This is an optimization exercise on Yosys and OpenROAD, whose aim is small area and a short achievable clock period, not a production implementation. Only simulation tests tie the RTL to the original design; equivalence was not proved. No activity file was given, so power comes from the tool's default toggle rates.

run A:
Design hybrid_pwm_sd_2ndorder, start of the top module:
module hybrid_pwm_sd_2ndorder #(parameter signalwidth=16)
(
	input clk,
	input reset_n,
	input [signalwidth-1:0] d,
	output q
);
reg [4:0]  pc;        
reg        q_r;       
reg [22:0] w;         
reg [17:0] p;
reg [17:0] r;
reg        m;         
reg        c16_r;     
reg [15:0] dreg;      
reg [6:0]  th;        
reg [10:0] ep;        
reg        f31, f0, f1, f2, f3, f5, f7, f8;    
wire c16;
carry16 u_c16 (.a(p[15:0]), .b(d), .c(c16));
wire [17:0] b_oth = ({18{f2}} & {2'b0, dreg})
                  | ({18{f3 | f5}} & ({7'b0, ep} ^ {18{f3}}))
                  | ({18{f7}} & {2'b0, r[17:2]})
                  | ({18{f8}} & ~{2'b0, p[17:2]});
wire [7:0] wu;
wire [17:0] b_op = f31 ? ~{1'b0, wu, w[15:7]} : b_oth;
wire cin = f3 | f7 | (f31 & (q_r | ~&w[6:0])) | (f8 & ~|p[1:0]);
wire [17:0] sum;
wire [17:0] sa_p = p ^ b_op;
wire [17:0] sa_g = p & b_op;
wire sa_g1 = sa_g[0] | (sa_p[0] & cin);
wire sa_p1 = sa_p[0] & 1'b0;
wire sa_g2 = sa_g[2] | (sa_p[2] & sa_g[1]);
wire sa_p2 = sa_p[2] & sa_p[1];
wire sa_g3 = sa_g[4] | (sa_p[4] & sa_g[3]);
wire sa_p3 = sa_p[4] & sa_p[3];
wire sa_g4 = sa_g[6] | (sa_p[6] & sa_g[5]);
wire sa_p4 = sa_p[6] & sa_p[5];
wire sa_g5 = sa_g[8] | (sa_p[8] & sa_g[7]);
wire sa_p5 = sa_p[8] & sa_p[7];
wire sa_g6 = sa_g[10] | (sa_p[10] & sa_g[9]);
wire sa_p6 = sa_p[10] & sa_p[9];
wire sa_g7 = sa_g[12] | (sa_p[12] & sa_g[11]);
wire sa_p7 = sa_p[12] & sa_p[11];
wire sa_g8 = sa_g[14] | (sa_p[14] & sa_g[13]);
wire sa_p8 = sa_p[14] & sa_p[13];
wire sa_g9 = sa_g[16] | (sa_p[16] & sa_g[15]);
wire sa_p9 = sa_p[16] & sa_p[15];
  ...
For scale: about 970 cells after synthesis, about 110 flip-flops, ~19 I/O pins, about 6300 um2 of cells after synthesis.
export LEC_CHECK = 0
export ABC_AREA = 1
export CAP_MARGIN = 20
export CORE_MARGIN = 2
export CORE_UTILIZATION = 40
export CTS_BUF_LIST = sky130_fd_sc_hd__clkbuf_8
export SLEW_MARGIN = 20
export SYNTH_HIERARCHICAL = 1
export TNS_END_PERCENT = 0
create_clock -name core_clock -period 11.0 [get_ports {clk}]
standard.sh (not shown) runs the stock make flow with config.mk's settings and CLKGATE_MAP_FILE= SYNTH_SCRIPT=/design/flow/synth_recipe.tcl, a recipe that flattens the netlist after the stock synthesis.
==> flow/flow/run.sh <==
#!/bin/bash
# Standard ORFS layout (standard.sh) with three changes: timing repair is
# asked to leave extra setup margin so that the layout runs well faster than
# the clock, the ports get small buffers, and adders are left to ABC instead
# of being mapped to full/half-adder cells (registers are unchanged).
set -euo pipefail
bash standard.sh SETUP_SLACK_MARGIN=8.1 "BUFFER_PORTS_ARGS=-buffer_cell sky130_fd_sc_hd__buf_2" ADDER_MAP_FILE= finish > flow_make.log 2>&1
Per the final summary, run A finished and its layout is clean on timing, DRC and antenna.
--- input diff run A..run B ---
Settings: ABC_AREA: 1 -> 0; TNS_END_PERCENT: 0 -> unset.
==> run notes <==
Run B was carried through to the last stage, and its layout satisfied the timing, design-rule and antenna checks. Lower layout-stage area growth over the synthesis result goes to run A over run B. Run B gives less minimum setup slack after placement than run A did. Placer's final routability congestion estimate in run B is 11% higher than in run A. For total power draw, dividing the value from run B by the value from run A gives 1.3. The number of ordinary inverters in the final layout number comes out higher for run A vs run B. Measured against run B, the final cell count of run A comes out at 1.15 times the reference value. The final instance area number comes out higher for run B vs run A. Looking at run B and run A, the delay of the slowest cell on the worst path is a wash. The sequential cell area in run B was higher than what run A gave. Compared with run A, run B shows a fraction of final layout cells with drive strength greater than 1 that is 14 points higher. Diff run B and run A: cell count of the worst reg-to-reg path lower in run B.
Setup changes, run B to run C
Settings: ABC_AREA: 0 -> 1; TNS_END_PERCENT: unset -> 0.
--- a/flow/flow/run.sh
+++ b/flow/flow/run.sh
@@ -6,2 +6,2 @@
 set -euo pipefail
-bash standard.sh SETUP_SLACK_MARGIN=8.1 "BUFFER_PORTS_ARGS=-buffer_cell sky130_fd_sc_hd__buf_2" ADDER_MAP_FILE= finish > flow_make.log 2>&1
+bash standard.sh SETUP_SLACK_MARGIN=8.0 "BUFFER_PORTS_ARGS=-buffer_cell sky130_fd_sc_hd__buf_2" ADDER_MAP_FILE= finish > flow_make.log 2>&1
Findings:
Per the comparison of run C with run B, final critical-path required period lost 0.45 ns, share of total power in sequential cells picked up an extra 3.4 points, area of all sequential standard cells lost 2.0%. The final reports for run C and run B show die area lower in the former. The reported leakage power reported for run C is greater than that of run B by about 18%. Setup WNS run B -> run C: better. Compound-gate portion of the synthesized area: run C vs run B down 10 points. Run C vs. run B: post-route fraction of the period consumed by the critical path now sits lower, combinational fraction of design power down 4.7 points. nor2_1 as the most common cell after layout, fill and taps aside was reported by run B, and nand2_1 by run C.
For run D, these inputs were changed with respect to run C:
Settings: TNS_END_PERCENT no longer set, was 0.
--- a/flow/flow/run.sh
+++ b/flow/flow/run.sh
@@ -6,2 +6,2 @@
 set -euo pipefail
-bash standard.sh SETUP_SLACK_MARGIN=8.0 "BUFFER_PORTS_ARGS=-buffer_cell sky130_fd_sc_hd__buf_2" ADDER_MAP_FILE= finish > flow_make.log 2>&1
+bash standard.sh SETUP_SLACK_MARGIN=7.9 "BUFFER_PORTS_ARGS=-buffer_cell sky130_fd_sc_hd__buf_2" ADDER_MAP_FILE= finish > flow_make.log 2>&1
==> comparison <==
Final worst-path cycle share essentially unchanged between run D and run C. Cmp run C and run D / transition time at the pin with the least slew margin / higher: run C. From run C to run D, gate count after technology mapping did not move at all.

-- separate check: timing with driven ports --
The flow's constraints put no driver on any port. The routed layouts listed below were extracted and timed again, unchanged, in two steps.
Step 1: set_driving_cell puts a clkbuf_16 on clk and a buf_2 on each other input, an assumption about the parent block.
Step 2 also shifts input and output timing later by t, the mid clock arrival at the registers, as if the neighbouring blocks saw the same clock.
a / b / c = ideal ports / drivers / drivers and shift; a / b = the first two.
run | shift t [ns] | slack for setup (ns) | worst data-port slew with drivers (ns)
run A | 0.406 | 7.925 / 7.890 / 7.645 | 0.03
run B | 0.424 | 7.456 / 7.462 / 7.038 | 0.06
run C | 0.429 | 7.903 / 7.864 / 7.598 | 0.03
run D | 0.425 | 7.907 / 7.869 / 7.606 | 0.03
After both steps setup and hold are still met in every run listed. For run B, which loses most, drivers alone change the setup slack by +0.006 ns; drivers and shift together by -0.418 ns.
